From an optimization exercise on the open Yosys and OpenROAD flow, aimed at small area; shortcuts taken in it are not production practice. The RTL was checked by simulation tests, not by an equivalence proof against the original design.

// cfar_detector
module cfar_detector #(
    parameter DATA_WIDTH = 16,
    parameter GUARD_CELLS = 4,
    parameter REFERENCE_CELLS = 16
)(
    input wire clk,
    input wire rst_n,
    input wire enable,
    input wire [DATA_WIDTH-1:0] data_in,
    input wire data_valid,
    input wire [15:0] threshold_scale,
    output reg [15:0] detected_range,
    output reg [15:0] detected_velocity,
    output reg target_detected
);
wire acc = enable & data_valid;
reg [15:0] dly [1:41];           
reg [20:0] rsum;                 
reg [15:0] cnt;                  
reg        warm;                 
reg        p1, p2;               
integer i;
always @(posedge clk) begin
    if (acc) begin
        dly[1] <= data_in;
        for (i = 2; i <= 41; i = i + 1)
            dly[i] <= dly[i-1];
    end
end
wire [5:0] c6 = cnt[5:0];
wire v16 = warm | (c6 >= 6'd16);
wire v21 = warm | (c6 >= 6'd21);
wire v25 = warm | (c6 >= 6'd25);
wire v41 = warm | (c6 >= 6'd41);
wire [15:0] t16 = dly[16] & {16{v16}};
wire [15:0] t25 = dly[25] & {16{v25}};
wire [15:0] t41 = dly[41] & {16{v41}};
wire [20:0] rsum_next = rsum + data_in - t16 + t25 - t41;
wire [15:0] mean = rsum[20:5];
wire [15:0] scale = threshold_scale;
wire [15:0] cut_n = ~dly[21];
reg hi;
always @(*) begin
    hi = 1'b0;
    for (i = 1; i < 16; i = i + 1)
        hi = hi | (scale[i] & (|(mean >> (16 - i))));
end
wire [15:0] pp [0:15];
genvar gi;
generate
    for (gi = 0; gi < 16; gi = gi + 1) begin : g_pp
        assign pp[gi] = scale & {16{mean[gi]}};
    end
endgenerate
wire ms1 = pp[0][0] ^ cut_n[0] ^ 1'b1;
  ...
For scale: ~1500 cells after synthesis, roughly 69 I/O pins.
clock: 10.0 ns
lec_check: 0
cap_margin: 20
core_margin: 2
core_utilization: 70
slew_margin: 20
standard.sh (not shown) runs the stock make flow with config.mk's settings and CLKGATE_MAP_FILE= SYNTH_SCRIPT=/design/flow/synth_recipe.tcl, a recipe that flattens the netlist after the stock synthesis.
==> flow/flow/run.sh <==
#!/bin/bash
# Standard ORFS layout with these changes:
#  - after the standard synthesis, flow/fapol.py chooses the polarity of each full
#    adder (a full adder is self-dual) and of simple gates so that fewer inverters
#    are needed; registers and ports are left as the synthesis made them;
#  - input/output port buffers use the smallest buffer cell;
#  - one tie cell drives all constant-0 outputs;
#  - clock tree synthesis uses clkbuf_8 without dummy loads.
set -euo pipefail
export SKIP_REPAIR_TIE_FANOUT=1
export BUFFER_PORTS_ARGS="-buffer_cell sky130_fd_sc_hd__buf_1"
export CTS_ARGS="-sink_clustering_enable -repair_clock_nets -dont_use_dummy_load -buf_list sky130_fd_sc_hd__clkbuf_8 -sink_clustering_size 18 -sink_clustering_max_diameter 60"
R=orfs/results/${FLOW_PLATFORM}/cfar_detector/base
LIB=${FLOW_HOME}/platforms/${FLOW_PLATFORM}/lib/sky130_fd_sc_hd__tt_025C_1v80.lib
bash standard.sh synth > synth_make.log 2>&1
cp $R/1_2_yosys.v $R/1_2_yosys_standard.v
python3 flow/fapol.py $R/1_2_yosys_standard.v $R/1_2_yosys.v $LIB > fapol.log 2>&1
rm -f $R/1_synth.odb $R/1_synth.sdc
bash standard.sh finish > standard_make.log 2>&1
Other scripts of this flow, unchanged in this note and not shown: flow/flow/fapol.py
Change:
--- a/flow/design.v
+++ b/flow/design.v
@@ -24,26 +24,27 @@
     if (acc) begin
         dly[1] <= data_in;
         for (i = 2; i <= 41; i = i + 1)
             dly[i] <= dly[i-1];
     end
 end
 wire [5:0] c6 = cnt[5:0];
 wire v16 = warm | (c6 >= 6'd16);
 wire v21 = warm | (c6 >= 6'd21);
 wire v25 = warm | (c6 >= 6'd25);
 wire v41 = warm | (c6 >= 6'd41);
-wire [15:0] t16 = dly[16] & {16{v16}};
-wire [15:0] t25 = dly[25] & {16{v25}};
-wire [15:0] t41 = dly[41] & {16{v41}};
-wire [20:0] rsum_next = rsum + data_in - t16 + t25 - t41;
+wire [15:0] t0  = data_in & {16{acc}};
+wire [15:0] t16 = dly[16] & {16{v16 & acc}};
+wire [15:0] t25 = dly[25] & {16{v25 & acc}};
+wire [15:0] t41 = dly[41] & {16{v41 & acc}};
+wire [20:0] rsum_next = rsum + t0 - t16 + t25 - t41;
 wire [15:0] mean = rsum[20:5];
 wire [15:0] scale = threshold_scale;
 wire [15:0] cut_n = ~dly[21];
 reg hi;
 always @(*) begin
     hi = 1'b0;
     for (i = 1; i < 16; i = i + 1)
         hi = hi | (scale[i] & (|(mean >> (16 - i))));
 end
 wire [15:0] pp [0:15];
 genvar gi;
@@ -308,33 +309,37 @@
 wire mc254 = (ms249 & mc238) | (ms249 & ms251) | (mc238 & ms251);
 wire ms255 = mc240 ^ ms253 ^ mc242;
 wire mc256 = (mc240 & ms253) | (mc240 & mc242) | (ms253 & mc242);
 wire ms257 = mc244 ^ mc246 ^ mc248;
 wire ms258 = mc250 ^ ms257 ^ mc252;
 wire ms259 = mc254 ^ ms258 ^ mc256;
 wire [17:0] mra = {ms259, ms255, ms241, ms211, ms183, ms157, ms133, ms111, ms91, ms73, ms57, ms43, ms31, ms21, ms13, ms7, mc2, ms1};
 wire [17:0] mrb = {1'b0, 1'b0, 1'b0, 1'b0, 1'b0, 1'b0, 1'b0, 1'b0, 1'b0, 1'b0, 1'b0, 1'b0, 1'b0, 1'b0, 1'b0, 1'b0, ms3, 1'b0};
 wire [17:0] w = mra + mrb;
 wire det_next = v21 & ~hi & ~w[17] & ~w[16];
 always @(posedge clk or negedge rst_n) begin
-    if (!rst_n) begin
+    if (!rst_n)
         rsum <= 0;
+    else
+        rsum <= rsum_next;
+end
+always @(posedge clk or negedge rst_n) begin
+    if (!rst_n) begin
         cnt <= 0;
         warm <= 0;
         p1 <= 0;
         p2 <= 0;
         target_detected <= 0;
         detected_range <= 0;
         detected_velocity <= 0;
     end else if (acc) begin
-        rsum <= rsum_next;
         cnt <= cnt + 1'b1;
         if (&c6)
             warm <= 1'b1;
         p1 <= det_next;
         p2 <= p1;
         target_detected <= p2;
         if (p2) begin
             detected_range <= {6'd0, cnt[9:0]};
             detected_velocity <= {10'd0, cnt[15:10]};
         end
     end
Effect: Cell area stays flat; via count goes down by a few percent; die area goes down slightly; count of clock-buffer cells in the layout goes down by 1; setup slack degrades by 13 ps; core utilization goes up by 0.13 points; maximum frequency hardly moves; clock skew goes up by 15 ps; first-iteration DRC count goes down by about a fifth; cell count goes down slightly; synthesized cell count goes down by a few percent.

========
Another version of the RTL of cfar_detector (not shown whole).
Size in the first run: ~1400 cells after synthesis, roughly 69 I/O pins, roughly 27000 um^2 of cells after synthesis.
Settings: LEC_CHECK=0, CAP_MARGIN=20, CORE_MARGIN=2, CORE_UTILIZATION=70, SLEW_MARGIN=20; clock period 10.0 ns.
Scripts as last shown in full above: flow/flow/run.sh
Other scripts of this flow, unchanged in this note and not shown: flow/flow/fapol.py
==> next run, changes <==
--- a/flow/design.v
+++ b/flow/design.v
@@ -423,26 +423,30 @@
 wire det_next = v21 & ~hi & ~w[17] & ~w[16];
 always @(posedge clk or negedge rst_n) begin
     if (!rst_n)
         rsum <= 0;
     else
         rsum <= rsum_next;
 end
 always @(posedge clk or negedge rst_n) begin
-    if (!rst_n) begin
+    if (!rst_n)
         cnt <= 0;
+    else
+        cnt <= cnt + {15'd0, acc};
+end
+always @(posedge clk or negedge rst_n) begin
+    if (!rst_n) begin
         warm <= 0;
         p1 <= 0;
         p2 <= 0;
         target_detected <= 0;
         detected_range <= 0;
         detected_velocity <= 0;
     end else if (acc) begin
-        cnt <= cnt + 1'b1;
         if (&c6)
             warm <= 1'b1;
         p1 <= det_next;
         p2 <= p1;
         target_detected <= p2;
         if (p2) begin
             detected_range <= {6'd0, cnt[9:0]};
             detected_velocity <= {10'd0, cnt[15:10]};
Effect:
- global-route usage went down by 0.31 points
- worst setup slack improved by 0.15 ns
- design area barely changes
- first-iteration DRC count came out lower by 11%
- die area barely changes

## afterwards: timing with drivers on the ports
The results above use ideal ports. As a check the final layouts listed here were re-extracted and re-timed, cells and wires unchanged. Step 1: set_driving_cell puts a clkbuf_16 on clk and a buf_2 on each other input, an assumption about the parent block. Step 2 also shifts input and output timing later by t, the mid clock arrival at the registers, as if the neighbouring blocks saw the same clock. Three values: ideal ports, drivers, drivers and shift; two values: the first two.
run	t, ns	slack for setup (ns)	worst hold slack (ns)	worst data-port slew with drivers (ns)	cell pins on the clock port's net
the first run of note 1	0.663	0.857 / 0.885 / 0.222	0.397 / 0.397 / 0.397	0.04	1
the second run of note 1	0.653	0.845 / 0.871 / 0.217	0.339 / 0.339 / 0.339	0.04	1
the first run of note 2	0.682	0.465 / 0.466 / -0.216	0.405 / 0.405 / 0.405	0.09	1
the second run of note 2	0.663	0.611 / 0.607 / -0.056	0.362 / 0.362 / 0.362	0.06	1
With both steps, setup timing fails in the first run of note 2 and the second run of note 2, where it was met with ideal ports. The setup slack of the first run of note 2, which loses most, moves by +0.001 ns with the drivers and by -0.681 ns with both steps.
